Context: an optimization exercise on an open-source flow, tuned for small area. The choices shown serve that exercise and are no tape-out recipe. Only simulation tests tie the RTL to the original design; equivalence was not proved. No run shown here takes its clock network from TritonCTS; it comes from the design's own scripts or RTL. The flow treats the clock pin as an ideal source. Dropping or thinning the clock tree relies on that and would not hold on a real chip. Power and IR drop assume default switching activity.

**flow/design.v**
```verilog
module reel
(
    input      [5:0] v_reel,
    output reg [2:0] symbol
);
    always @(*)
    begin
        if      (v_reel >=  3 && v_reel <= 9)  symbol = 3'd1;   
        else if (v_reel >= 13 && v_reel <= 17) symbol = 3'd4;   
        else if (v_reel >= 21 && v_reel <= 25) symbol = 3'd2;   
        else if (v_reel >= 29 && v_reel <= 35) symbol = 3'd3;   
        else if (v_reel >= 39 && v_reel <= 44) symbol = 3'd1;   
        else if (v_reel >= 48 && v_reel <= 50) symbol = 3'd5;   
        else if (v_reel >= 54 && v_reel <= 58) symbol = 3'd2;   
        else if (v_reel == 63)                 symbol = 3'd6;   
        else                                   symbol = 3'd0;   
    end
endmodule
module top
(
    input        SYSCLK,
    input        RST_N,
    input        LEVER,
    output [6:0] SEG,
    output [2:0] AN
);
    reg  rst_n, rst_n_q1;
    always @(posedge SYSCLK or negedge RST_N)
        if (!RST_N) {rst_n, rst_n_q1} <= 2'b00;
        else        {rst_n, rst_n_q1} <= {rst_n_q1, 1'b1};
    reg  sig_q, sig_qq;
    reg  pulse;
    reg  busy;
    reg  [17:0] rng;
    wire [17:0] rng_inc = rng + 18'd1;
    reg  [17:0] v;
    reg         blink;
    reg         prev_match;  
    reg  [2:0]  digit;
    reg         win;         
    wire [2:0] s = rng[6:4];
    wire [5:0] sel = (s == 3'd1) ? v[11:6] :
                     (s == 3'd2) ? v[17:12] : v[5:0];
    wire [2:0] sym;
    reel reel_dec (.v_reel(sel), .symbol(sym));
    wire same = (digit == sym);
    wire low_eq  = (rng_inc[1:0] == v[1:0]);
    wire mid_eq  = (rng_inc[11:2] == v[11:2]);
    wire lock_end = low_eq & mid_eq & (rng_inc[12] == v[12]) & !pulse;
    wire blink_ev = low_eq & prev_match;
    wire edge_in = sig_q & !sig_qq;
    always @(posedge SYSCLK)
    begin
        sig_q  <= rst_n & LEVER;
        sig_qq <= sig_q;
        pulse  <= !busy & edge_in;
        if (!rst_n)
            busy <= 1'b0;
        else if (!busy)
            busy <= edge_in;
        else if (lock_end)
            busy <= 1'b0;
        if (!rst_n) rng <= 18'd0;
        else        rng <= rng_inc;
        if (rng_inc[1:0] == 2'd3)
            prev_match <= mid_eq;
        if (pulse || !rst_n)
            v <= rng;
        if (pulse || !rst_n)
            blink <= 1'b0;
        else if (!busy && win && blink_ev)
            blink <= !blink;
        digit <= sym;
        if (!rst_n)
            win <= 1'b0;
        else if (pulse)
            win <= 1'b1;
        else if (rng[6:0] == 7'd16)
            win <= win & same;
        else if (rng[6:0] == 7'd32)
            win <= win & same & (sym != 3'd0);
    end
    reg [6:0] seg;
    always @(*)
        case (digit)
            3'd0:    seg = 7'b1000000;
            3'd1:    seg = 7'b1111001;
            3'd2:    seg = 7'b0100100;
            3'd3:    seg = 7'b0110000;
            3'd4:    seg = 7'b0011001;
            3'd5:    seg = 7'b0010010;
            default: seg = 7'b0000010;
        endcase
    assign SEG = seg;
    assign AN  = blink            ? 3'b111 :
                 rng[6:4] == 3'd0 ? 3'b110 :
                 rng[6:4] == 3'd1 ? 3'b101 :
                 rng[6:4] == 3'd2 ? 3'b011 : 3'b111;
endmodule
localparam BLANK     = 4'd0;
localparam LIME      = 4'd1;
localparam ORANGE    = 4'd2;
localparam GRAPE     = 4'd3;
localparam BANANA    = 4'd4;
localparam BLUEBERRY = 4'd5;
localparam CHERRY    = 4'd6;
```
**flow/flow/run.sh**
```bash
#!/bin/bash
# Own layout flow: the standard synthesis, then the combinational logic
# between the registers is mapped again by ABC for area (the registers, their
# names and cell types are left exactly as the standard synthesis made them),
# then the standard layout steps with single-drive port buffers.
set -euo pipefail
W=$PWD
R=$W/orfs/results/$FLOW_PLATFORM/top/base
LIB=$FLOW_HOME/platforms/$FLOW_PLATFORM/lib/sky130_fd_sc_hd__tt_025C_1v80.lib

# 1. standard synthesis
bash standard.sh synth > $W/std_synth.log 2>&1
cp $R/1_2_yosys.v $W/std_netlist.v

# 2. area re-mapping of the combinational logic
sed -e "s#@LIB@#$LIB#g" -e "s#@ABC@#$W/flow/area.abc#g" \
    -e "s#@IN@#$W/std_netlist.v#g" -e "s#@OUT@#$W/remapped.v#g" \
    $W/flow/remap.ys > $W/remap_run.ys
yosys -q -s $W/remap_run.ys -l $W/remap.log > /dev/null
cp $W/remapped.v $R/1_2_yosys.v
bash standard.sh do-1_synth > $W/remap_synth_odb.log 2>&1

# 3. the rest of the standard layout, with single-drive port buffers and,
#    after CTS, the clock tree replaced by a few leaf buffers (post_cts.tcl)
bash standard.sh "BUFFER_PORTS_ARGS=-buffer_cell sky130_fd_sc_hd__buf_1" \
    "CTS_ARGS=-sink_clustering_enable -repair_clock_nets -dont_use_dummy_load" \
    "POST_CTS_TCL=$W/flow/post_cts.tcl" \
    "CLK_LEAF_BUF=sky130_fd_sc_hd__clkbuf_8" "CLK_LEAF_COUNT=3" "CLK_LEAF_SLEW_PS=110" \
    finish > $W/layout.log 2>&1
```
**flow/flow/area.abc**
```
strash
&get -n
&deepsyn -T 60
&st
&dch -f
&nf -R 1000
&st
&dch -f
&nf -R 1000
&put
topo
```
**flow/flow/post_cts.tcl**
```tcl
# Replace the clock tree that CTS built by a few clock buffers, each driven
# straight from the clock port and driving one cluster of nearby flip-flops
# (the design has fewer than 50 flip-flops). All sinks see one buffer stage.
# Starts from CLK_LEAF_COUNT clusters and adds one while the estimated slew
# at any flip-flop clock pin is above CLK_LEAF_SLEW_PS.
set ::clk_master [[ord::get_db] findMaster $::env(CLK_LEAF_BUF)]
set ::clk_block [ord::get_db_block]
set ::clk_port_net [[$::clk_block findBTerm SYSCLK] getNet]

set ::sinks {}
set ::tree {}
proc clk_walk {net} {
  foreach it [$net getITerms] {
    if {[$it isOutputSignal]} { continue }
    set inst [$it getInst]
    set mname [[$inst getMaster] getName]
    if {[regexp {__(clkbuf|clkinv|bufinv)} $mname]} {
      lappend ::tree $inst
      foreach o [$inst getITerms] {
        if {[$o isOutputSignal] && [$o getNet] ne "NULL"} { clk_walk [$o getNet] }
      }
    } else {
      lappend ::sinks $it
    }
  }
}
clk_walk $::clk_port_net

# remove the tree CTS built
set old_nets {}
foreach inst $::tree {
  foreach o [$inst getITerms] {
    if {[$o isOutputSignal] && [$o getNet] ne "NULL"} { lappend old_nets [$o getNet] }
  }
}
foreach it $::sinks { $it disconnect }
foreach inst $::tree { odb::dbInst_destroy $inst }
foreach n [lsort -unique $old_nets] { odb::dbNet_destroy $n }
puts "clock leaves: [llength $::sinks] sinks, [llength $::tree] tree cells removed"

set ::pts {}
foreach it $::sinks {
  set b [[$it getInst] getBBox]
  lappend ::pts [list [expr {([$b xMin] + [$b xMax]) / 2.0}] [expr {([$b yMin] + [$b yMax]) / 2.0}]]
}

# k-means on the sink locations, started from sinks spread along x
proc clk_clusters {nclus} {
  set order [lsort -real -index 0 $::pts]
  set cents {}
  for {set k 0} {$k < $nclus} {incr k} {
    lappend cents [lindex $order [expr {int(($k + 0.5) * [llength $order] / $nclus)}]]
  }
  for {set iter 0} {$iter < 50} {incr iter} {
    set assign {}
    foreach p $::pts {
      set best 0; set bd 1e30
      for {set k 0} {$k < $nclus} {incr k} {
        set c [lindex $cents $k]
        set d [expr {abs([lindex $p 0] - [lindex $c 0]) + abs([lindex $p 1] - [lindex $c 1])}]
        if {$d < $bd} { set bd $d; set best $k }
      }
      lappend assign $best
    }
    set new {}
    for {set k 0} {$k < $nclus} {incr k} {
      set sx 0; set sy 0; set n 0
      foreach p $::pts a $assign { if {$a == $k} { set sx [expr {$sx + [lindex $p 0]}]; set sy [expr {$sy + [lindex $p 1]}]; incr n } }
      if {$n > 0} { lappend new [list [expr {$sx / $n}] [expr {$sy / $n}]] } else { lappend new [lindex $cents $k] }
    }
    set cents $new
  }
  return [list $cents $assign]
}

proc clk_build {nclus} {
  lassign [clk_clusters $nclus] cents assign
  set made {}
  for {set k 0} {$k < $nclus} {incr k} {
    set net [odb::dbNet_create $::clk_block clknet_leaf_$k]
    $net setSigType CLOCK
    set buf [odb::dbInst_create $::clk_block $::clk_master clkbuf_leaf_$k]
    [$buf findITerm A] connect $::clk_port_net
    [$buf findITerm X] connect $net
    foreach it $::sinks a $assign { if {$a == $k} { $it connect $net } }
    set c [lindex $cents $k]
    $buf setLocation [expr {int([lindex $c 0])}] [expr {int([lindex $c 1])}]
    $buf setPlacementStatus PLACED
    lappend made $buf $net
  }
  return $made
}

proc clk_teardown {made} {
  foreach it $::sinks { $it disconnect }
  foreach {buf net} $made { odb::dbInst_destroy $buf; odb::dbNet_destroy $net }
}

proc clk_slew_ps {} {
  estimate_parasitics -placement
  set m 0
  foreach pin [all_registers -clock_pins -edge_triggered] {
    foreach e {rise fall} {
      foreach a {min max} {
        set s [sta::time_ui_sta [get_property $pin slew_${a}_$e]]
        if {$s > $m} { set m $s }
      }
    }
  }
  return [expr {$m * 1e12}]
}

set_propagated_clock [all_clocks]
set nclus $::env(CLK_LEAF_COUNT)
while 1 {
  set made [clk_build $nclus]
  detailed_placement
  set slew [clk_slew_ps]
  puts "clock leaves: $nclus x $::env(CLK_LEAF_BUF), estimated clock pin slew $slew ps"
  if {$slew <= $::env(CLK_LEAF_SLEW_PS) || $nclus >= 4} { break }
  clk_teardown $made
  incr nclus
}
check_placement -verbose
report_clock_skew
```
**flow/flow/remap.ys**
```
# Cell functions for the combinational cells; registers and tie cells stay
# black boxes, so their instances, names and cell types pass through untouched.
read_liberty -ignore_miss_func @LIB@
blackbox sky130_fd_sc_hd__df* sky130_fd_sc_hd__edf* sky130_fd_sc_hd__sdf* sky130_fd_sc_hd__dl* sky130_fd_sc_hd__conb_1
read_verilog @IN@
hierarchy -top top
flatten
hierarchy -top top
techmap
opt -purge
abc -liberty @LIB@ -dont_use sky130_fd_sc_hd__probe_p_8 -dont_use sky130_fd_sc_hd__probec_p_8 -dont_use sky130_fd_sc_hd__lpflow_* -script @ABC@
opt_clean -purge
insbuf -buf sky130_fd_sc_hd__buf_1 A X
rename -hide w:*.*
opt_clean -purge
stat -liberty @LIB@
write_verilog -noattr -noexpr -nohex -nodec @OUT@
```
**flow/standard.sh**
```bash
#!/bin/bash
# synth_recipe.tcl (not shown) runs the flow's synth.tcl, then flattens the netlist and writes it again
# the make line also repeats each setting of config.mk as NAME=value (left out here)
make -C /OpenROAD-flow-scripts/flow DESIGN_CONFIG=/design/flow/config.mk WORK_HOME=/design/flow/orfs CLKGATE_MAP_FILE= SYNTH_SCRIPT=/design/flow/synth_recipe.tcl "${@:-finish}"
```
**flow/config.mk**
```make
export PLATFORM = sky130hd
export DESIGN_NAME = top
export DESIGN_NICKNAME = top
export VERILOG_FILES = /design/flow/design.v
export SDC_FILE = /design/flow/constraint.sdc
export NUM_CORES = 4
export LEC_CHECK = 0
export CAP_MARGIN = 20
export CORE_MARGIN = 2
export CORE_UTILIZATION = 40
export SLEW_MARGIN = 20
```
**flow/constraint.sdc**
```tcl
create_clock -name core_clock -period 10.0 [get_ports {SYSCLK}]
set_input_delay 2.0000 -clock core_clock [delete_from_list [all_inputs] [get_ports {SYSCLK}]]
set_output_delay 2.0000 -clock core_clock [all_outputs]
set_load 0.01 [all_outputs]
```
==> results of run 1 <==
==> stage by stage <==
step	cell area (um2)	utilization	total power, uW	worst slack (ns)
final	2200	0.460	334	6.30
after global placement	2140	0.448	256	6.47
after global routing	2200	0.460	350	5.74
after floorplan	2020	-	246	6.78
after detailed placement	2140	0.448	256	6.31
==> power by group <==
part	total [uW]	internal [uW]	switching, uW
Clock	81.8	36.6	45.3
Sequential	220	212	8.07
Combinational	31.8	11.9	19.9
Total	334	260	73.2
==> layout make-up <==
class                      instances  area [um2]  area share
multi-input combinational        147         832       0.378
tap                               67        83.8      0.0381
inverter                           6        22.5      0.0102
timing repair buffer              12        45.0      0.0205
sequential                        48        1160       0.528
buffer                             4        55.1      0.0250
==> layer usage <==
metal | part of all wire | up-vias | wire (um)
li1 | - | 752 | -
met1 | 0.50 | 662 | 1920
met2 | 0.46 | 24 | 1770
met3 | 0.039 | 2 | 150
met4 | 0.0031 | 0 | 12
met5 | 0 | - | 0
==> flip-flops by register name, indices dropped and copies added, names as in the netlist <==
| register | flops |
|---|---|
| blink | 1 |
| busy | 1 |
| digit | 3 |
| prev_match | 1 |
| pulse | 1 |
| rng | 18 |
| rst_n | 1 |
| rst_n_q1 | 1 |
| sig_q | 1 |
| sig_qq | 1 |
| v | 18 |
| win | 1 |
==> layout by cell type, fill, tap and decap left out, types with 4 or more instances in the layout <==
cell                       count
sky130_fd_sc_hd__nor2_1       38
sky130_fd_sc_hd__dfxtp_1      27
sky130_fd_sc_hd__edfxtp_1     19
sky130_fd_sc_hd__nand2_1      16
sky130_fd_sc_hd__a21oi_1      14
sky130_fd_sc_hd__buf_1        12
sky130_fd_sc_hd__o21ai_0      11
sky130_fd_sc_hd__xnor2_1       9
sky130_fd_sc_hd__xor2_1        8
sky130_fd_sc_hd__clkinv_1      6
sky130_fd_sc_hd__and2_0        5
sky130_fd_sc_hd__nand2b_1      5
sky130_fd_sc_hd__a211oi_1      4
sky130_fd_sc_hd__clkbuf_8      4
==> how the worst max path moves through the flow <==
| stage | from | end | depth (start not counted) |
|---|---|---|---|
| 3_5_place_dp | rng[4] | win | 15 |
| 3_3_place_gp | rng[4] | win | 15 |
| 5_1_grt | rng[4] | win | 15 |
| 6_report | rng[4] | win | 15 |
| 2_1_floorplan | rng[4] | AN[1] | 3 |
==> worst reg2reg max path: cells and delay by family (launching register included) <==
kind	cells	cell delay, ns
compound gates	6	1.35
buf+inv	1	0.14
flops	1	0.39
simple gates	8	1.77
==> impl_table.tex, run 1 <==
\begin{tabular}{lr}
\hline
Metric & Value \\
\hline
\multicolumn{2}{l}{\textbf{Run status}} \\
Outcome & complete, no violations \\
\multicolumn{2}{l}{\textbf{Placed design}} \\
RePlAce Congestion & 0.828 \\
Dpl cells & 280 \\
PortBufs & 12 \\
Detail Placement HPWL & 2850 um \\
\multicolumn{2}{l}{\textbf{Timing}} \\
Fin. max-slew vios & 0 \\
Worst hold-check slack & 0.356 ns \\
RSZ-0062 raised after global routing & no \\
Final critical-path required period & 3.70 ns \\
Final-layout setup total negative slack & 0 ns \\
Ratio of final minimum period to clock period & 0.370 \\
Transition at the pin with the smallest max-transition slack & $\sim$1 ns \\
Remaining max-slew budget at the tightest pin & 0.342 \\
Layout Skew & 0.0183 ns \\
Final setup violation count & 0 \\
Max Clock Freq & around 0.27 GHz \\
Number of failing hold endpoints at the final stage & 0 \\
\multicolumn{2}{l}{\textbf{Synthesis}} \\
Synth Net Count & 205 \\
Total of warnings raised by yosys & 2 \\
Post-synthesis cell area & between 0.002 and 0.0025 mm2 \\
Instance count of the mapped netlist & between 200 and 250 \\
Mean area per synthesized cell & 10.0 um2 \\
\multicolumn{2}{l}{\textbf{Worst setup path}} \\
Worst flop-to-flop path startpoint & rng[4] \\
CP max-delay cell & sky130\_fd\_sc\_hd\_\_nor3\_1 \\
Top cell by count, worst path & sky130\_fd\_sc\_hd\_\_nor2\_1 \\
Worst Reg-to-Reg Cells & 15 \\
Setup slack on the worst flop-to-flop path & between 6 and 7 ns \\
Crit start category & flip-flop \\
Required time worst endpoint & between 10 and 15 ns \\
CP endpoint kind & flip-flop \\
Cell family with the largest share of critical-path delay & simple AND/OR/NAND/NOR gates \\
Number of buffers and inverters on the critical path & 1 \\
CP Class & reg2reg \\
Longest individual stage delay on the worst path & roughly 0.77 ns \\
Critical path fanouts, max & 9 \\
Arrival time of the worst setup path & between 3 and 4 ns \\
Terminus of the critical flop-to-flop path & win \\
Cells along the critical path & clkinv\_1, nor3\_1, nand2b\_1, nor2\_1, a211oi\_1, nand2\_1, nor3\_1, nor2\_1, o21ai\_0, nand2\_1, a211oi\_1, a21oi\_1, o311ai\_0, a21oi\_1, nor2\_1 \\
\multicolumn{2}{l}{\textbf{Die}} \\
Core area & 0.00479 mm2 \\
Row count & 25 \\
Die X & approximately 75 um \\
Die outline area & 0.00563 mm2 \\
I/O pin total & 13 \\
Starting Density & 0.422 \\
Vertical extent of the die & between 70 and 80 um \\
\multicolumn{2}{l}{\textbf{Pwr}} \\
Power per Cell Area & 152 mW/mm2 \\
Maximum resistive drop on vdd & just over 0.08 mV \\
Static power due to leakage & 0.000811 uW \\
\multicolumn{2}{l}{\textbf{Global route}} \\
First-pass GRT wire length & roughly 6500 um \\
Pin count of the biggest net entering global routing & 20 \\
Grt total ovfl & 0 \\
GR met1 Demand/Resource & 0.210 \\
Total global routing track utilization & 0.155 \\
Number of global-route vias before repair & 1,381 \\
Met3 usage & 0.0442 \\
Number of antenna violations at the first check in global routing & 0 \\
Most used routing layer in global routing & met2 \\
Grt met2 use & 0.242 \\
\multicolumn{2}{l}{\textbf{Route}} \\
Detailed Route WL & a little under 4000 um \\
Pre-antenna DRT Iters & 4 \\
Post-DR vias/cell & around 5.1 \\
Post-route antenna net violation count & 0 \\
DRT iter0 DRCs & between 50 and 60 \\
Routed vias & 1,440 \\
Number of remaining DRC errors & 0 \\
Wirelength per Cell & roughly 14 um \\
\multicolumn{2}{l}{\textbf{Finish}} \\
Fraction of final layout cells sized beyond drive strength 1 & 0.0184 \\
Final Non-Filler Cells & around 280 \\
Number of diodes & 0 \\
Filler cell count & between 400 and 500 \\
Number of nets in the final layout & 222 \\
P\&R area growth vs syn & 8.92\% \\
\multicolumn{2}{l}{\textbf{Clocking}} \\
Clock slew seen by the registers of the worst setup and hold paths & about 0.09 ns \\
Number of clock sinks & 48 \\
Clock latency on the worst-skew pair & about 0.15 ns \\
\multicolumn{2}{l}{\textbf{Worst hold path}} \\
Hold\_sp & rst\_n\_q1 \\
Hold Path End & rst\_n \\
Hold Path Cell Cnt & 0 \\
Hold WC Path Type & reg2reg \\
\multicolumn{2}{l}{\textbf{Run}} \\
Number of maximum-capacitance violations & 0 \\
\hline
\end{tabular}
==> run 2, diff against run 1 <==
--- a/flow/design.v
+++ b/flow/design.v
@@ -5,14 +5,14 @@
 );
     always @(*)
     begin
-        if      (v_reel >=  3 && v_reel <= 9)  symbol = 3'd1;   
+        if      (v_reel >=  3 && v_reel <= 9)  symbol = 3'd3;   
         else if (v_reel >= 13 && v_reel <= 17) symbol = 3'd4;   
-        else if (v_reel >= 21 && v_reel <= 25) symbol = 3'd2;   
-        else if (v_reel >= 29 && v_reel <= 35) symbol = 3'd3;   
-        else if (v_reel >= 39 && v_reel <= 44) symbol = 3'd1;   
+        else if (v_reel >= 21 && v_reel <= 25) symbol = 3'd1;   
+        else if (v_reel >= 29 && v_reel <= 35) symbol = 3'd7;   
+        else if (v_reel >= 39 && v_reel <= 44) symbol = 3'd3;   
         else if (v_reel >= 48 && v_reel <= 50) symbol = 3'd5;   
-        else if (v_reel >= 54 && v_reel <= 58) symbol = 3'd2;   
-        else if (v_reel == 63)                 symbol = 3'd6;   
+        else if (v_reel >= 54 && v_reel <= 58) symbol = 3'd1;   
+        else if (v_reel == 63)                 symbol = 3'd2;   
         else                                   symbol = 3'd0;   
     end
 endmodule
@@ -27,7 +27,7 @@
     reg  rst_n, rst_n_q1;
     always @(posedge SYSCLK or negedge RST_N)
         if (!RST_N) {rst_n, rst_n_q1} <= 2'b00;
-        else        {rst_n, rst_n_q1} <= {rst_n_q1, 1'b1};
+        else        {rst_n, rst_n_q1} <= {rst_n_q1, RST_N};   
     reg  sig_q, sig_qq;
     reg  pulse;
     reg  busy;
@@ -82,14 +82,15 @@
     end
     reg [6:0] seg;
     always @(*)
-        case (digit)
-            3'd0:    seg = 7'b1000000;
-            3'd1:    seg = 7'b1111001;
-            3'd2:    seg = 7'b0100100;
-            3'd3:    seg = 7'b0110000;
-            3'd4:    seg = 7'b0011001;
-            3'd5:    seg = 7'b0010010;
-            default: seg = 7'b0000010;
+        case (digit)                     
+            3'd0:    seg = 7'b1000000;       
+            3'd3:    seg = 7'b1111001;       
+            3'd1:    seg = 7'b0100100;       
+            3'd7:    seg = 7'b0110000;       
+            3'd4:    seg = 7'b0011001;       
+            3'd5:    seg = 7'b0010010;       
+            3'd2:    seg = 7'b0000010;       
+            default: seg = 7'b0000010;       
         endcase
     assign SEG = seg;
     assign AN  = blink            ? 3'b111 :
==> flow/flow/run.sh (replaced) <==
#!/bin/bash
# Own layout flow: the standard synthesis, then the combinational logic
# between the registers is mapped again by ABC for area (the registers, their
# names and cell types are left exactly as the standard synthesis made them),
# then the standard layout steps with single-drive port buffers and a
# one-level clock tree (post_cts.tcl).
set -euo pipefail
W=$PWD
R=$W/orfs/results/$FLOW_PLATFORM/top/base
LIB=$FLOW_HOME/platforms/$FLOW_PLATFORM/lib/sky130_fd_sc_hd__tt_025C_1v80.lib

# 1. standard synthesis
bash standard.sh synth > $W/std_synth.log 2>&1
cp $R/1_2_yosys.v $W/std_netlist.v

# 2. area re-mapping of the combinational logic, with a few ABC scripts in
#    parallel; the smallest netlist is kept
for S in abc_deep abc_deep_amap abc_nf; do
  sed -e "s#@LIB@#$LIB#g" -e "s#@ABC@#$W/flow/$S.abc#g" \
      -e "s#@IN@#$W/std_netlist.v#g" -e "s#@OUT@#$W/remapped_$S.v#g" \
      $W/flow/remap.ys > $W/remap_$S.ys
  yosys -q -s $W/remap_$S.ys -l $W/remap_$S.log > /dev/null &
done
wait
best=""; best_area=""
for S in abc_deep abc_deep_amap abc_nf; do
  a=$(awk '/Chip area for module/ {print $NF}' $W/remap_$S.log)
  echo "remap $S: $a"
  if [[ -z "$best" ]] || awk "BEGIN {exit !($a < $best_area)}"; then best=$S; best_area=$a; fi
done
echo "remap chosen: $best ($best_area)"
cp $W/remapped_$best.v $R/1_2_yosys.v
bash standard.sh do-1_synth > $W/remap_synth_odb.log 2>&1

# 3. the rest of the standard layout, with single-drive port buffers and,
#    after CTS, the clock tree replaced by a few leaf buffers (post_cts.tcl)
bash standard.sh "BUFFER_PORTS_ARGS=-buffer_cell sky130_fd_sc_hd__buf_1" \
    "CTS_ARGS=-sink_clustering_enable -repair_clock_nets -dont_use_dummy_load" \
    "POST_CTS_TCL=$W/flow/post_cts.tcl" \
    "CLK_LEAF_BUF=sky130_fd_sc_hd__clkbuf_8" "CLK_LEAF_COUNT=3" "CLK_LEAF_SLEW_PS=122" \
    finish > $W/layout.log 2>&1
==> flow/flow/abc_deep.abc (new file) <==
strash
&get -n
&deepsyn -T 60
&st
&dch -f
&nf -R 1000
&st
&dch -f
&nf -R 1000
&put
topo
==> flow/flow/abc_deep_amap.abc (new file) <==
strash
&get -n
&deepsyn -T 60
&put
dch -f
amap
topo
==> flow/flow/abc_nf.abc (new file) <==
strash
&get -n
&st
&dch
&nf -R 1000
&st
&dch
&nf -R 1000
&st
&dch
&nf -R 1000
&put
topo
--- a/flow/flow/post_cts.tcl
+++ b/flow/flow/post_cts.tcl
@@ -44,9 +44,16 @@
   lappend ::pts [list [expr {([$b xMin] + [$b xMax]) / 2.0}] [expr {([$b yMin] + [$b yMax]) / 2.0}]]
 }
 
-# k-means on the sink locations, started from sinks spread along x
-proc clk_clusters {nclus} {
-  set order [lsort -real -index 0 $::pts]
+# k-means on the sink locations, started from sinks spread along one of
+# four directions (dir 0: x, 1: y, 2: x+y, 3: x-y)
+proc clk_clusters {nclus dir} {
+  set keyed {}
+  foreach p $::pts {
+    lassign $p x y
+    lappend keyed [list [lindex [list $x $y [expr {$x + $y}] [expr {$x - $y}]] $dir] $p]
+  }
+  set order {}
+  foreach kp [lsort -real -index 0 $keyed] { lappend order [lindex $kp 1] }
   set cents {}
   for {set k 0} {$k < $nclus} {incr k} {
     lappend cents [lindex $order [expr {int(($k + 0.5) * [llength $order] / $nclus)}]]
@@ -73,8 +80,8 @@
   return [list $cents $assign]
 }
 
-proc clk_build {nclus} {
-  lassign [clk_clusters $nclus] cents assign
+proc clk_build {nclus dir} {
+  lassign [clk_clusters $nclus $dir] cents assign
   set made {}
   for {set k 0} {$k < $nclus} {incr k} {
     set net [odb::dbNet_create $::clk_block clknet_leaf_$k]
@@ -113,13 +120,19 @@
 set_propagated_clock [all_clocks]
 set nclus $::env(CLK_LEAF_COUNT)
 while 1 {
-  set made [clk_build $nclus]
-  detailed_placement
-  set slew [clk_slew_ps]
-  puts "clock leaves: $nclus x $::env(CLK_LEAF_BUF), estimated clock pin slew $slew ps"
-  if {$slew <= $::env(CLK_LEAF_SLEW_PS) || $nclus >= 4} { break }
-  clk_teardown $made
+  set best_dir 0; set best_slew 1e9
+  foreach dir {0 1 2 3} {
+    set made [clk_build $nclus $dir]
+    set slew [clk_slew_ps]
+    puts "clock leaves: $nclus x $::env(CLK_LEAF_BUF), start $dir, estimated clock pin slew $slew ps"
+    clk_teardown $made
+    if {$slew < $best_slew} { set best_slew $slew; set best_dir $dir }
+  }
+  if {$best_slew <= $::env(CLK_LEAF_SLEW_PS) || $nclus >= 4} { break }
   incr nclus
 }
+clk_build $nclus $best_dir
+detailed_placement
+puts "clock leaves: chose $nclus x $::env(CLK_LEAF_BUF), start $best_dir, estimated clock pin slew [clk_slew_ps] ps"
 check_placement -verbose
 report_clock_skew
removed: flow/flow/area.abc
==> run 2 against run 1 <==
  * Maximum frequency grew 7.8%
  * Critical path type is now reg2out
  * Via count shrank 3.4%
  * Hold slack lost 0.0023 ns
  * Critical endpoint is now AN[2]
  * Utilization shrank 0.73 points
==> impl_table.tex, run 2 <==
\begin{tabular}{lr}
\hline
Metric & Value \\
\hline
\multicolumn{2}{l}{\textbf{Worst setup path}} \\
Longest individual stage delay on the worst path & 0.53 ns (-0.24 ns) \\
CP Class & reg2out \\
Required time worst endpoint & 8.00 ns (-2.08 ns) \\
Cell family with the largest share of critical-path delay & simple AND/OR/NAND/NOR gates \\
Worst Reg-to-Reg Cells & 13 (-2) \\
Cells along the critical path & or3b\_1, or2\_0, buf\_1 \\
Crit start category & flip-flop \\
Number of buffers and inverters on the critical path & 1 (unchanged) \\
Setup slack on the worst flop-to-flop path & 6.76 ns (+0.46 ns) \\
CP endpoint kind & output pin \\
CP max-delay cell & sky130\_fd\_sc\_hd\_\_or3b\_1 \\
Worst flop-to-flop path startpoint & rng[6] \\
Critical path fanouts, max & 8 (-1) \\
Arrival time of the worst setup path & 1.43 ns (-2.35 ns) \\
Terminus of the critical flop-to-flop path & win \\
\multicolumn{2}{l}{\textbf{Synthesis}} \\
Total of warnings raised by yosys & 2 (unchanged) \\
Post-synthesis cell area & 0.00200 mm2 (-1.1\%) \\
Synth Net Count & 197 (-3.9\%) \\
Instance count of the mapped netlist & 194 (-4.0\%) \\
Mean area per synthesized cell & 10.3 um2 (+3.0\%) \\
\multicolumn{2}{l}{\textbf{Finish}} \\
Final cell utilization of the core & 0.452 (-0.00732) \\
Final Non-Filler Cells & 275 (-3.2\%) \\
Largest regs & rng x18, v x18, digit x3 \\
Most common library cell in the layout ignoring fill and taps & sky130\_fd\_sc\_hd\_\_dfxtp\_1 \\
Number of nets in the final layout & 213 (-4.1\%) \\
Leading cell types in the layout, fill and taps excluded & 27 x sky130\_fd\_sc\_hd\_\_dfxtp\_1, 22 x sky130\_fd\_sc\_hd\_\_nor2\_1, 22 x sky130\_fd\_sc\_hd\_\_o21ai\_0 \\
P\&R area growth vs syn & 8.33\% \\
Number of diodes & 0 (unchanged) \\
Fraction of final layout cells sized beyond drive strength 1 & 0.0144 (-0.00401) \\
\multicolumn{2}{l}{\textbf{Worst hold path}} \\
Hold Path End & sig\_qq \\
Hold\_sp & sig\_q \\
Hold WC Path Type & reg2reg \\
Hold Path Cell Cnt & 0 (unchanged) \\
\multicolumn{2}{l}{\textbf{Clocking}} \\
Clock slew seen by the registers of the worst setup and hold paths & 0.10 ns (about the same) \\
Clock latency on the worst-skew pair & 0.16 ns (about the same) \\
Number of clock sinks & 48 (unchanged) \\
\multicolumn{2}{l}{\textbf{Run}} \\
Number of maximum-capacitance violations & 0 (unchanged) \\
\multicolumn{2}{l}{\textbf{Die}} \\
Die X & 74.7 um (-0.50\%) \\
Starting Density & 0.418 (-0.00444) \\
Vertical extent of the die & 74.7 um (-0.50\%) \\
Core area & 0.00479 mm2 (unchanged) \\
Row count & 25 (unchanged) \\
Die outline area & 0.00558 mm2 (-1.0\%) \\
I/O pin total & 13 (unchanged) \\
\multicolumn{2}{l}{\textbf{Route}} \\
Detailed Route WL & 3700 um (-3.8\%) \\
Post-route antenna net violation count & 0 (unchanged) \\
Number of remaining DRC errors & 0 (unchanged) \\
Routed vias & 1,391 (-3.4\%) \\
Pre-antenna DRT Iters & 4 (unchanged) \\
Wirelength per Cell & 13.5 um (-0.62\%) \\
DRT iter0 DRCs & 94 (+74\%) \\
Post-DR vias/cell & 5.06 (-0.24\%) \\
\multicolumn{2}{l}{\textbf{Timing}} \\
RSZ-0062 raised after global routing & no \\
Max Clock Freq & 0.291 GHz (+7.8\%) \\
Final-layout setup total negative slack & 0 ns (unchanged) \\
Remaining max-slew budget at the tightest pin & 0.407 (+0.0647) \\
Fin. max-slew vios & 0 (unchanged) \\
Final setup violation count & 0 (unchanged) \\
Layout Skew & 0.0102 ns (-0.00817 ns) \\
Final critical-path required period & 3.43 ns (-0.267 ns) \\
Ratio of final minimum period to clock period & 0.343 (-0.0267) \\
Transition at the pin with the smallest max-transition slack & 0.890 ns (-0.0971 ns) \\
Number of failing hold endpoints at the final stage & 0 (unchanged) \\
Post-route setup slack & 6.57 ns (+0.267 ns) \\
\multicolumn{2}{l}{\textbf{Global route}} \\
Grt met2 use & 0.209 (-0.0323) \\
Pin count of the biggest net entering global routing & 20 (unchanged) \\
Total global routing track utilization & 0.148 (-0.00703) \\
Met3 usage & 0.0241 (-0.0201) \\
Number of antenna violations at the first check in global routing & 0 (unchanged) \\
Number of global-route vias before repair & 1,266 (-8.3\%) \\
GR met1 Demand/Resource & 0.231 (+0.0208) \\
Most used routing layer in global routing & met1 \\
Grt total ovfl & 0 (unchanged) \\
First-pass GRT wire length & 6150 um (-5.2\%) \\
\multicolumn{2}{l}{\textbf{Placed design}} \\
Placement Setup Slack & 6.76 ns (+0.448 ns) \\
RePlAce Congestion & 0.851 (+2.8\%) \\
Detail Placement HPWL & 2780 um (-2.6\%) \\
Dpl cells & 272 (-2.9\%) \\
PortBufs & 12 (unchanged) \\
\multicolumn{2}{l}{\textbf{Pwr}} \\
Power per Cell Area & 153 mW/mm2 (+0.66\%) \\
Static power due to leakage & 0.000786 uW (-3.1\%) \\
Maximum resistive drop on vdd & 0.101 mV (+23\%) \\
\multicolumn{2}{l}{\textbf{Run status}} \\
Outcome & complete, no violations \\
\hline
\end{tabular}
## run 2: cell count changes in the layout (fill, tap and decap cells not counted), moves of 5 or more
| cell | previous run | this run |
|---|---|---|
| sky130_fd_sc_hd__nor2_1 | 38 | 22 |
| sky130_fd_sc_hd__o21ai_0 | 11 | 22 |
| sky130_fd_sc_hd__o22a_1 | 0 | 6 |
| sky130_fd_sc_hd__and3_1 | 3 | 8 |
| sky130_fd_sc_hd__xnor2_1 | 9 | 4 |
## run 2: power breakdown
group | total [uW] | leakage, uW | internal [uW] | switching (uW)
registers | 221 | 0.000443 | 213 | 8.72
logic | 35.5 | 0.000322 | 14.0 | 21.5
clock network | 73.6 | 0.0000216 | 27.8 | 45.8
## run 2: worst max-delay path by stage
stage / from / endpoint / depth (start not counted)
after global routing: rng[4] / win / 12
after floorplan: rng[4] / AN[2] / 2
final: rng[4] / AN[2] / 3
after detailed placement: rng[4] / AN[2] / 3
after global placement: rng[4] / AN[2] / 3
## run 2: per-stage QoR
| stage | power (uW) | cell area, um2 | hold WS [ns] |
|---|---|---|---|
| after floorplan | 250 | 2000 | 0.323 |
| after global placement | 262 | 2120 | 0.332 |
| after detailed placement | 262 | 2120 | 0.331 |
| after global routing | 346 | 2160 | 0.364 |
| final | 330 | 2160 | 0.354 |
## run 2: area by class of cell
type	instances	area (um2)
Buffer	3	41.3
Inverter	3	11.3
Sequential cell	48	1160
Timing Repair Buffer	12	45.0
Fill cell	470	2620
Multi-Input combinational cell	142	822
Tap cell	67	83.8
## run 2: routing by layer
layer,wire length (um),share of wire,vias up
li1,-,-,734
met1,1940,0.52,632
met2,1590,0.43,20
met3,120,0.032,5
met4,51,0.014,0
met5,0,0,-
==> run 3, diff against run 2 <==
--- a/flow/design.v
+++ b/flow/design.v
@@ -37,6 +37,7 @@
     reg         blink;
     reg         prev_match;  
     reg  [2:0]  digit;
+    reg         loaded;      
     reg         win;         
     wire [2:0] s = rng[6:4];
     wire [5:0] sel = (s == 3'd1) ? v[11:6] :
@@ -71,9 +72,10 @@
         else if (!busy && win && blink_ev)
             blink <= !blink;
         digit <= sym;
+        loaded <= pulse;
         if (!rst_n)
             win <= 1'b0;
-        else if (pulse)
+        else if (pulse || loaded)
             win <= 1'b1;
         else if (rng[6:0] == 7'd16)
             win <= win & same;
==> run 3 against run 2 <==
  * Still clean on timing, DRC and antenna
  * Cell area rose by 0.46%
  * Global-route usage fell by 0.11 points
  * Via count rose by 7.3%
  * Critical endpoint is now win
==> impl_table.tex, run 3 <==
\begin{tabular}{lr}
\hline
Metric & Value \\
\hline
\multicolumn{2}{l}{\textbf{Finish}} \\
Filler cell count & 460 (-2.1\%) \\
Leading cell types in the layout, fill and taps excluded & 41 x sky130\_fd\_sc\_hd\_\_nor2\_1, 28 x sky130\_fd\_sc\_hd\_\_dfxtp\_1, 22 x sky130\_fd\_sc\_hd\_\_clkinv\_1 \\
Number of nets in the final layout & 229 (+7.5\%) \\
P\&R area growth vs syn & 8.29\% (about the same) \\
Most common library cell in the layout ignoring fill and taps & sky130\_fd\_sc\_hd\_\_nor2\_1 \\
Number of diodes & 0 (unchanged) \\
Fraction of final layout cells sized beyond drive strength 1 & 0.0134 (-0.00103) \\
Register Area & 0.00118 mm2 (+1.7\%) \\
Area of the multi-input gates & 741 um2 (-9.9\%) \\
Largest regs & rng x18, v x18, digit x3 \\
\multicolumn{2}{l}{\textbf{Route}} \\
Post-route antenna net violation count & 0 (unchanged) \\
Detailed Route WL & 3680 um (-0.57\%) \\
DRT iter0 DRCs & 141 (+50\%) \\
Pre-antenna DRT Iters & 4 (unchanged) \\
Routed vias & 1,492 (+7.3\%) \\
Number of remaining DRC errors & 0 (unchanged) \\
Post-DR vias/cell & 5.13 (+1.4\%) \\
Wirelength per Cell & 12.6 um (-6.0\%) \\
\multicolumn{2}{l}{\textbf{Timing}} \\
Remaining max-slew budget at the tightest pin & 0.432 (+0.0248) \\
Ratio of final minimum period to clock period & 0.394 (+0.0509) \\
Final-layout setup total negative slack & 0 ns (unchanged) \\
Final setup violation count & 0 (unchanged) \\
Number of failing hold endpoints at the final stage & 0 (unchanged) \\
RSZ-0062 raised after global routing & no \\
Final critical-path required period & 3.94 ns (+0.509 ns) \\
Fin. max-slew vios & 0 (unchanged) \\
Transition at the pin with the smallest max-transition slack & 0.852 ns (-0.0371 ns) \\
Layout Skew & 0.0127 ns (+0.00257 ns) \\
Max Clock Freq & 0.254 GHz (-13\%) \\
\multicolumn{2}{l}{\textbf{Worst setup path}} \\
CP endpoint kind & flip-flop \\
Required time worst endpoint & 10.07 ns (+2.07 ns) \\
CP Class & reg2reg \\
Arrival time of the worst setup path & 4.01 ns (+2.58 ns) \\
Crit start category & flip-flop \\
Critical path fanouts, max & 8 (unchanged) \\
Longest individual stage delay on the worst path & 0.68 ns (+0.15 ns) \\
Worst Reg-to-Reg Cells & 14 (+1) \\
Top cell by count, worst path & sky130\_fd\_sc\_hd\_\_nor2\_1 \\
Cells along the critical path & clkinv\_1, nor3\_1, nor2\_1, a222oi\_1, clkinv\_1, o22ai\_1, nor2\_1, nor3\_1, o21ai\_0, nor2\_1, a21oi\_1, a2111oi\_0, o21ai\_0, a21oi\_1 \\
CP max-delay cell & sky130\_fd\_sc\_hd\_\_nor3\_1 \\
\multicolumn{2}{l}{\textbf{Clocking}} \\
Number of clock sinks & 49 (+2.1\%) \\
Clock slew seen by the registers of the worst setup and hold paths & 0.10 ns (about the same) \\
Clock latency on the worst-skew pair & 0.16 ns (about the same) \\
\multicolumn{2}{l}{\textbf{Pwr}} \\
Power dissipated by switching net loads & 77.9 uW (+2.5\%) \\
Power per Cell Area & 154 mW/mm2 (+0.99\%) \\
Proportion of power drawn by the clock network & 0.223 (about the same) \\
Cell Int Power & 257 uW (+1.1\%) \\
Switching part of the total & 0.232 (+0.00237) \\
Maximum resistive drop on vdd & 0.0845 mV (-16\%) \\
Static power due to leakage & 0.000737 uW (-6.2\%) \\
Total design power & 335 uW (+1.5\%) \\
Fraction of power consumed by sequential logic & 0.669 (about the same) \\
Combinational Power Share & 0.108 (about the same) \\
\multicolumn{2}{l}{\textbf{Synthesis}} \\
Total of warnings raised by yosys & 2 (unchanged) \\
Synth Net Count & 213 (+8.1\%) \\
Post-synthesis cell area & 0.00201 mm2 (+0.50\%) \\
Instance count of the mapped netlist & 210 (+8.2\%) \\
Mean area per synthesized cell & 9.56 um2 (-7.2\%) \\
\multicolumn{2}{l}{\textbf{Die}} \\
I/O pin total & 13 (unchanged) \\
Core area & 0.00479 mm2 (unchanged) \\
Die outline area & 0.00560 mm2 (+0.47\%) \\
Vertical extent of the die & 74.9 um (+0.23\%) \\
Row count & 25 (unchanged) \\
Starting Density & 0.420 (+0.00209) \\
Die X & 74.9 um (+0.23\%) \\
\multicolumn{2}{l}{\textbf{Global route}} \\
Total global routing track utilization & 0.147 (-0.00114) \\
Number of global-route vias before repair & 1,281 (+1.2\%) \\
Number of antenna violations at the first check in global routing & 0 (unchanged) \\
Grt total ovfl & 0 (unchanged) \\
First-pass GRT wire length & 6100 um (-0.78\%) \\
Pin count of the biggest net entering global routing & 23 (+15\%) \\
\multicolumn{2}{l}{\textbf{Placed design}} \\
Detail Placement HPWL & 2760 um (-0.68\%) \\
PortBufs & 12 (unchanged) \\
RePlAce Congestion & 0.847 (-0.47\%) \\
\multicolumn{2}{l}{\textbf{Worst hold path}} \\
Hold WC Path Type & reg2reg \\
Hold Path Cell Cnt & 0 (unchanged) \\
\multicolumn{2}{l}{\textbf{Run status}} \\
Outcome & complete, no violations \\
\multicolumn{2}{l}{\textbf{Run}} \\
Number of maximum-capacitance violations & 0 (unchanged) \\
\hline
\end{tabular}
-- run 3: critical path, delay by kind of cell (launching register included) --
| kind | cells | cell delay, ns |
|---|---|---|
| buffers and inverters | 2 | 0.39 |
| DFF | 1 | 0.40 |
| and+or+nand+nor | 5 | 1.37 |
| AOI/OAI and AO/OA | 7 | 1.71 |
-- run 3: stage by stage --
stage	util	setup WS (ns)	instances	instance area [um2]	hold WS [ns]
floorplan	-	6.73	210	2010	0.323
global placement	0.446	6.35	288	2130	0.333
detailed placement	0.446	6.17	288	2130	0.335
global route	0.454	5.37	291	2170	0.369
finish	0.454	6.06	291	2170	0.356
-- run 3: final timing paths --
check | startpoint | end | slack (ns)
hold reg to reg | sig_q | sig_qq | 0.36
setup / recovery | rng[5] | win | 6.06
setup reg to reg | rng[5] | win | 6.06
hold / removal | sig_q | sig_qq | 0.36
max in group asynchronous | RST_N | rst_n_q1 | 8.26
min in group asynchronous | RST_N | rst_n | 1.61
-- run 3: power by group through the flow --
stage	registers (uW)	logic, uW	clock network [uW]
2_1_floorplan	226	27.4	0
3_3_place_gp	229	35.8	0
3_5_place_dp	229	36.3	0
5_1_grt	226	42.0	83.4
6_report	224	36.1	74.9
-- run 3: final cells by class --
type | instances | area share
flip-flops and latches | 49 | 0.543
repair buffers | 12 | 0.0207
well taps | 67 | 0.0385
plain buffers | 3 | 0.0190
inverters | 22 | 0.0380
multi-input cells | 138 | 0.341
-- run 3: routing by layer --
| layer | routed length [um] | GRT usage | up-vias | share of wire |
|---|---|---|---|---|
| li1 | - | - | 782 | - |
| met1 | 1780 | 0.202 | 675 | 0.48 |
| met2 | 1690 | 0.227 | 31 | 0.46 |
| met3 | 172 | 0.0388 | 4 | 0.047 |
| met4 | 43 | 0.0476 | 0 | 0.012 |
| met5 | 0 | 0 | - | 0 |
==> run 4, diff against run 3 <==
--- a/flow/design.v
+++ b/flow/design.v
@@ -75,7 +75,7 @@
         loaded <= pulse;
         if (!rst_n)
             win <= 1'b0;
-        else if (pulse || loaded)
+        else if (loaded)
             win <= 1'b1;
         else if (rng[6:0] == 7'd16)
             win <= win & same;
==> run 4 against run 3 <==
  * Cell area decreased by 1.0%
  * Synthesized cell count decreased by 3.3%
  * Register-to-register slack got worse by 0.098 ns
  * Worst setup slack got worse by 0.098 ns
  * First-iteration DRC count decreased by 23%
  * Hold slack got worse by 0.0019 ns
  * Total power decreased by 0.21%
==> impl_table.tex, run 4 <==
\begin{tabular}{lr}
\hline
Metric & Value \\
\hline
\multicolumn{2}{l}{\textbf{Run status}} \\
Outcome & complete, no violations \\
\multicolumn{2}{l}{\textbf{Timing}} \\
RSZ-0062 raised after global routing & no \\
Remaining max-slew budget at the tightest pin & 0.445 (+0.0129) \\
Final setup violation count & 0 (unchanged) \\
Ratio of final minimum period to clock period & 0.404 (+0.00981) \\
Layout Skew & 0.0170 ns (+0.00429 ns) \\
Fin. max-slew vios & 0 (unchanged) \\
Max Clock Freq & 0.247 GHz (-2.4\%) \\
Number of failing hold endpoints at the final stage & 0 (unchanged) \\
Transition at the pin with the smallest max-transition slack & 0.833 ns (-0.0193 ns) \\
Final critical-path required period & 4.04 ns (+0.0981 ns) \\
Post-route setup slack & 5.96 ns (-0.0981 ns) \\
Final-layout setup total negative slack & 0 ns (unchanged) \\
\multicolumn{2}{l}{\textbf{Global route}} \\
Grt total ovfl & 0 (unchanged) \\
Pin count of the biggest net entering global routing & 23 (unchanged) \\
Number of global-route vias before repair & 1,265 (-1.2\%) \\
First-pass GRT wire length & 6000 um (-1.7\%) \\
Number of antenna violations at the first check in global routing & 0 (unchanged) \\
Total global routing track utilization & 0.142 (-0.00487) \\
\multicolumn{2}{l}{\textbf{Die}} \\
Row count & 25 (unchanged) \\
Die outline area & 0.00554 mm2 (-1.1\%) \\
Vertical extent of the die & 74.5 um (-0.53\%) \\
Core area & 0.00475 mm2 (-0.65\%) \\
Die X & 74.5 um (-0.53\%) \\
I/O pin total & 13 (unchanged) \\
Starting Density & 0.418 (-0.00198) \\
\multicolumn{2}{l}{\textbf{Route}} \\
Post-route antenna net violation count & 0 (unchanged) \\
Number of remaining DRC errors & 0 (unchanged) \\
Wirelength per Cell & 12.7 um (+0.65\%) \\
Post-DR vias/cell & 5.12 (about the same) \\
DRT iter0 DRCs & 108 (-23\%) \\
Detailed Route WL & 3620 um (-1.8\%) \\
Routed vias & 1,455 (-2.5\%) \\
Pre-antenna DRT Iters & 5 (+1) \\
\multicolumn{2}{l}{\textbf{Finish}} \\
P\&R area growth vs syn & 8.38\% (about the same) \\
Number of nets in the final layout & 222 (-3.1\%) \\
Summed area of non-filler cells in the final layout & 0.00215 mm2 (-1.0\%) \\
Fraction of final layout cells sized beyond drive strength 1 & 0.0138 (+0.000432) \\
Number of diodes & 0 (unchanged) \\
Most common library cell in the layout ignoring fill and taps & sky130\_fd\_sc\_hd\_\_nor2\_1 \\
Filler cell count & 476 (+3.5\%) \\
Largest regs & rng x18, v x18, digit x3 \\
Leading cell types in the layout, fill and taps excluded & 37 x sky130\_fd\_sc\_hd\_\_nor2\_1, 28 x sky130\_fd\_sc\_hd\_\_dfxtp\_1, 21 x sky130\_fd\_sc\_hd\_\_nand2\_1 \\
\multicolumn{2}{l}{\textbf{Synthesis}} \\
Post-synthesis cell area & 0.00199 mm2 (-1.1\%) \\
Total of warnings raised by yosys & 2 (unchanged) \\
Synth Net Count & 206 (-3.3\%) \\
Instance count of the mapped netlist & 203 (-3.3\%) \\
Mean area per synthesized cell & 9.78 um2 (+2.3\%) \\
\multicolumn{2}{l}{\textbf{Clocking}} \\
Clock slew seen by the registers of the worst setup and hold paths & 0.09 ns (about the same) \\
Clock latency on the worst-skew pair & 0.16 ns (about the same) \\
Number of clock sinks & 49 (unchanged) \\
\multicolumn{2}{l}{\textbf{Worst setup path}} \\
Arrival time of the worst setup path & 4.12 ns (+0.11 ns) \\
CP endpoint kind & flip-flop \\
Crit start category & flip-flop \\
Worst Reg-to-Reg Cells & 15 (+1) \\
Required time worst endpoint & 10.08 ns (about the same) \\
CP Class & reg2reg \\
Critical path fanouts, max & 8 (unchanged) \\
\multicolumn{2}{l}{\textbf{Worst hold path}} \\
Hold Path Cell Cnt & 0 (unchanged) \\
Hold WC Path Type & reg2reg \\
\multicolumn{2}{l}{\textbf{Pwr}} \\
Maximum resistive drop on vdd & 0.0714 mV (-15\%) \\
Power per Cell Area & 155 mW/mm2 (+0.83\%) \\
Static power due to leakage & 0.000750 uW (+1.7\%) \\
\multicolumn{2}{l}{\textbf{Placed design}} \\
RePlAce Congestion & 0.795 (-6.1\%) \\
Placement Setup Slack & 6.02 ns (-0.150 ns) \\
PortBufs & 12 (unchanged) \\
Cell area after placement & 0.00211 mm2 (-1.1\%) \\
Detail Placement HPWL & 2700 um (-2.0\%) \\
\multicolumn{2}{l}{\textbf{Run}} \\
Number of maximum-capacitance violations & 0 (unchanged) \\
\hline
\end{tabular}
==> run 4: changes by cell type in the layout (fill, tap and decap cells not counted), moves of 3 or more <==
cell	change
sky130_fd_sc_hd__clkinv_1	-3
sky130_fd_sc_hd__nand2_1	+8
sky130_fd_sc_hd__nor3_1	-3
sky130_fd_sc_hd__nor2_1	-4
sky130_fd_sc_hd__a21oi_1	-5
==> run 4: power breakdown <==
| group | total (uW) | leakage (uW) | internal (uW) | switching, uW |
|---|---|---|---|---|
| clock network | 75.1 | 0.0000216 | 27.8 | 47.3 |
| registers | 223 | 0.000451 | 216 | 7.07 |
| logic | 36.0 | 0.000278 | 13.1 | 22.9 |
==> run 4: stage by stage <==
| step | hold slack [ns] | utilization | instances | power (uW) |
|---|---|---|---|---|
| 2_1_floorplan | 0.323 | - | 203 | 253 |
| 3_3_place_gp | 0.337 | 0.444 | 281 | 264 |
| 3_5_place_dp | 0.337 | 0.444 | 281 | 264 |
| 5_1_grt | 0.370 | 0.453 | 284 | 351 |
| 6_report | 0.354 | 0.453 | 284 | 335 |
==> run 4: metal layers <==
metal | wire length [um] | GRT usage
met3 | 190 | 0.0407
met4 | 24 | 0.0298
met2 | 1560 | 0.220
met1 | 1840 | 0.199
met5 | 0 | 0
==> run 4: worst max-delay path: stages (launching register included) <==
cell,delay (ns)
sky130_fd_sc_hd__dfxtp_1,0.39
sky130_fd_sc_hd__clkinv_1,0.10
sky130_fd_sc_hd__nor3_1,0.68
sky130_fd_sc_hd__nor2_1,0.25
sky130_fd_sc_hd__a222oi_1,0.55
sky130_fd_sc_hd__clkinv_1,0.25
sky130_fd_sc_hd__o21a_1,0.25
sky130_fd_sc_hd__o32a_1,0.14
sky130_fd_sc_hd__o21ai_0,0.28
sky130_fd_sc_hd__clkinv_1,0.14
sky130_fd_sc_hd__o32ai_1,0.20
sky130_fd_sc_hd__nor2_1,0.07
sky130_fd_sc_hd__a2111oi_0,0.37
sky130_fd_sc_hd__o21a_1,0.18
sky130_fd_sc_hd__nor2_1,0.04
sky130_fd_sc_hd__nor2_1,0.08
==> run 4: area by class of cell <==
type	instances	area, um2	share of cell area
multi-input cells	134	729	0.339
inverters	19	71.3	0.0331
repair buffers	12	45.0	0.0209
flip-flops and latches	49	1180	0.549
well taps	67	83.8	0.0390
plain buffers	3	41.3	0.0192
==> run 4: final timing paths <==
path	endpoint	start	slack (ns)
worst max-delay path	win	rng[5]	5.96
worst min-delay path	sig_qq	sig_q	0.35
worst max register to register	win	rng[5]	5.96
worst min register to register	sig_qq	sig_q	0.35
max in group asynchronous	rst_n_q1	RST_N	8.26
min in group asynchronous	rst_n	RST_N	1.60
==> run 5, diff against run 4 <==
--- a/flow/design.v
+++ b/flow/design.v
@@ -37,8 +37,8 @@
     reg         blink;
     reg         prev_match;  
     reg  [2:0]  digit;
-    reg         loaded;      
-    reg         win;         
+    reg         eq01;        
+    reg         win;
     wire [2:0] s = rng[6:4];
     wire [5:0] sel = (s == 3'd1) ? v[11:6] :
                      (s == 3'd2) ? v[17:12] : v[5:0];
@@ -72,15 +72,12 @@
         else if (!busy && win && blink_ev)
             blink <= !blink;
         digit <= sym;
-        loaded <= pulse;
+        if (rng[6:0] == 7'd16)
+            eq01 <= same;
         if (!rst_n)
             win <= 1'b0;
-        else if (loaded)
-            win <= 1'b1;
-        else if (rng[6:0] == 7'd16)
-            win <= win & same;
         else if (rng[6:0] == 7'd32)
-            win <= win & same & (sym != 3'd0);
+            win <= eq01 & same & (sym != 3'd0);
     end
     reg [6:0] seg;
     always @(*)
==> run 5 against run 4 <==
  * Clock power grew 3%
  * Worst setup slack lost 0.19 ns
  * Synthesized cell count is 8.4% higher
  * Via count grew 6.9%
  * Combinational power is essentially flat
  * Maximum frequency down 4.4%
  * Critical endpoint is now win
==> impl_table.tex, run 5 <==
\begin{tabular}{lr}
\hline
Metric & Value \\
\hline
\multicolumn{2}{l}{\textbf{Run status}} \\
Outcome & complete, no violations \\
\multicolumn{2}{l}{\textbf{Worst setup path}} \\
Critical path fanouts, max & 8 (unchanged) \\
Arrival time of the worst setup path & 4.32 ns (+0.20 ns) \\
Cells along the critical path & clkinv\_1, nor3\_1, nor2\_1, a222oi\_1, clkinv\_1, nor3\_1, a21oi\_1, o221ai\_1, nor2\_1, a31oi\_1, nor2\_1, a2111oi\_0, o2111ai\_1, o21a\_1, nor2\_1 \\
Longest individual stage delay on the worst path & 0.68 ns (about the same) \\
Worst Reg-to-Reg Cells & 15 (unchanged) \\
Crit start category & flip-flop \\
CP max-delay cell & sky130\_fd\_sc\_hd\_\_nor3\_1 \\
CP Class & reg2reg \\
Setup slack on the worst flop-to-flop path & 5.77 ns (-0.19 ns) \\
Terminus of the critical flop-to-flop path & win \\
Worst flop-to-flop path startpoint & rng[4] \\
CP endpoint kind & flip-flop \\
Number of buffers and inverters on the critical path & 2 (-1) \\
Required time worst endpoint & 10.10 ns (+0.02 ns) \\
Top cell by count, worst path & sky130\_fd\_sc\_hd\_\_nor2\_1 \\
Cell family with the largest share of critical-path delay & compound AO/OA/AOI/OAI gates \\
\multicolumn{2}{l}{\textbf{Placed design}} \\
RePlAce Congestion & 0.835 (+5.0\%) \\
PortBufs & 12 (unchanged) \\
Placement Setup Slack & 5.87 ns (-0.146 ns) \\
Detail Placement HPWL & 2900 um (+7.3\%) \\
\multicolumn{2}{l}{\textbf{Finish}} \\
Most common library cell in the layout ignoring fill and taps & sky130\_fd\_sc\_hd\_\_nor2\_1 \\
Number of nets in the final layout & 241 (+8.6\%) \\
Number of diodes & 0 (unchanged) \\
Fraction of final layout cells sized beyond drive strength 1 & 0.0212 (+0.00736) \\
Largest regs & rng x18, v x18, digit x3 \\
Filler cell count & 511 (+7.4\%) \\
Leading cell types in the layout, fill and taps excluded & 47 x sky130\_fd\_sc\_hd\_\_nor2\_1, 27 x sky130\_fd\_sc\_hd\_\_dfxtp\_1, 24 x sky130\_fd\_sc\_hd\_\_clkinv\_1 \\
P\&R area growth vs syn & 9.06\% \\
\multicolumn{2}{l}{\textbf{Timing}} \\
Layout Skew & 0.0148 ns (-0.00218 ns) \\
Final-layout setup total negative slack & 0 ns (unchanged) \\
Ratio of final minimum period to clock period & 0.423 (+0.0187) \\
Remaining max-slew budget at the tightest pin & 0.456 (+0.0118) \\
Number of failing hold endpoints at the final stage & 0 (unchanged) \\
Transition at the pin with the smallest max-transition slack & 0.809 ns (-0.0239 ns) \\
Final setup violation count & 0 (unchanged) \\
Final critical-path required period & 4.23 ns (+0.187 ns) \\
RSZ-0062 raised after global routing & no \\
Post-route setup slack & 5.77 ns (-0.187 ns) \\
Max Clock Freq & 0.237 GHz (-4.4\%) \\
Fin. max-slew vios & 0 (unchanged) \\
\multicolumn{2}{l}{\textbf{Die}} \\
Die outline area & 0.00570 mm2 (+2.7\%) \\
Starting Density & 0.408 (-0.00979) \\
Core area & 0.00501 mm2 (+5.4\%) \\
Die X & 75.5 um (+1.4\%) \\
Row count & 26 (+4.0\%) \\
Vertical extent of the die & 75.5 um (+1.4\%) \\
I/O pin total & 13 (unchanged) \\
\multicolumn{2}{l}{\textbf{Global route}} \\
First-pass GRT wire length & 6300 um (+5.1\%) \\
Number of antenna violations at the first check in global routing & 0 (unchanged) \\
Pin count of the biggest net entering global routing & 22 (-4.3\%) \\
Number of global-route vias before repair & 1,367 (+8.1\%) \\
Grt total ovfl & 0 (unchanged) \\
Total global routing track utilization & 0.151 (+0.00929) \\
\multicolumn{2}{l}{\textbf{Pwr}} \\
Static power due to leakage & 0.000763 uW (+1.8\%) \\
Power per Cell Area & 151 mW/mm2 (-2.7\%) \\
Maximum resistive drop on vdd & 0.0689 mV (-3.5\%) \\
\multicolumn{2}{l}{\textbf{Route}} \\
Pre-antenna DRT Iters & 4 (-1) \\
Detailed Route WL & 3940 um (+8.9\%) \\
Routed vias & 1,556 (+6.9\%) \\
Number of remaining DRC errors & 0 (unchanged) \\
DRT iter0 DRCs & 148 (+37\%) \\
Post-route antenna net violation count & 0 (unchanged) \\
Post-DR vias/cell & 5.08 (-0.75\%) \\
Wirelength per Cell & 12.9 um (+1.1\%) \\
\multicolumn{2}{l}{\textbf{Worst hold path}} \\
Hold Path End & sig\_qq \\
Hold\_sp & sig\_q \\
Hold WC Path Type & reg2reg \\
Hold Path Cell Cnt & 0 (unchanged) \\
\multicolumn{2}{l}{\textbf{Synthesis}} \\
Mean area per synthesized cell & 9.29 um2 (-5.1\%) \\
Instance count of the mapped netlist & 220 (+8.4\%) \\
Post-synthesis cell area & 0.00204 mm2 (+2.9\%) \\
Total of warnings raised by yosys & 2 (unchanged) \\
Synth Net Count & 223 (+8.3\%) \\
\multicolumn{2}{l}{\textbf{Clocking}} \\
Number of clock sinks & 49 (unchanged) \\
Clock latency on the worst-skew pair & 0.16 ns (about the same) \\
Clock slew seen by the registers of the worst setup and hold paths & 0.11 ns (+0.02 ns) \\
\multicolumn{2}{l}{\textbf{Run}} \\
Number of maximum-capacitance violations & 0 (unchanged) \\
\hline
\end{tabular}
-- run 5: layout make-up --
class,count,area [um2],area share
plain buffers,3,41.3,0.0185
inverters,24,90.1,0.0404
multi-input cells,146,758,0.340
flip-flops and latches,49,1190,0.535
well taps,70,87.6,0.0393
repair buffers,14,60.1,0.0270
-- run 5: per-stage QoR --
step | util | total power [uW] | area (um2) | hold WS, ns | cells
global placement | 0.437 | 264 | 2190 | 0.334 | 303
detailed placement | 0.437 | 264 | 2190 | 0.338 | 303
finish | 0.445 | 337 | 2230 | 0.361 | 306
global route | 0.445 | 350 | 2230 | 0.372 | 306
floorplan | - | 252 | 2040 | 0.323 | 220
-- run 5: worst max-delay path by stage --
| stage | start | endpoint | slack, ns | depth (start not counted) |
|---|---|---|---|---|
| after floorplan | rng[4] | win | 6.49 | 15 |
| after global placement | rng[4] | win | 6.09 | 15 |
| after global routing | rng[4] | win | 5.27 | 15 |
| final | rng[4] | win | 5.77 | 15 |
| after detailed placement | rng[4] | win | 5.87 | 15 |
-- run 5: metal layers --
layer | vias to the layer above | wire, um | track usage
li1 | 822 | - | -
met1 | 699 | 1980 | 0.190
met2 | 28 | 1730 | 0.252
met3 | 7 | 162 | 0.0423
met4 | 0 | 63 | 0.0487
met5 | - | 0 | 0
-- run 5: power breakdown --
group / switching [uW] / internal [uW]
Sequential: 7.28 / 217
Clock: 49.1 / 27.9
Combinational: 23.9 / 12.2
Total: 80.3 / 257

[afterwards: timing with drivers on the ports]
In the flow no input, the clock included, has a driving cell. The finished layouts below were timed again as built, in two steps.
Step 1 sets driving cells, clkbuf_16 on the clock port and buf_2 on the other inputs (assumed; they add their load-dependent delay and slew).
Step 2 adds t to the input delays and takes it off the output delays; t is the mean of the earliest and latest rising clock arrival at the registers after step 1. Input paths then give back, and output paths get back, about the clock's delay inside the block.
Slacks: ideal / step 1 / step 2; pairs: ideal / step 1.
run	shift t [ns]	setup slack, ns	worst hold slack (ns)
run 1	0.192	6.300 / 6.259 / 6.300	0.356 / 0.356 / 0.356
run 2	0.198	6.566 / 6.520 / 6.718	0.354 / 0.354 / 0.354
run 3	0.202	6.057 / 6.057 / 6.057	0.356 / 0.356 / 0.356
run 4	0.203	5.959 / 5.959 / 5.959	0.354 / 0.354 / 0.354
run 5	0.202	5.772 / 5.772 / 5.772	0.361 / 0.361 / 0.361
After both steps every run listed still meets setup and hold.
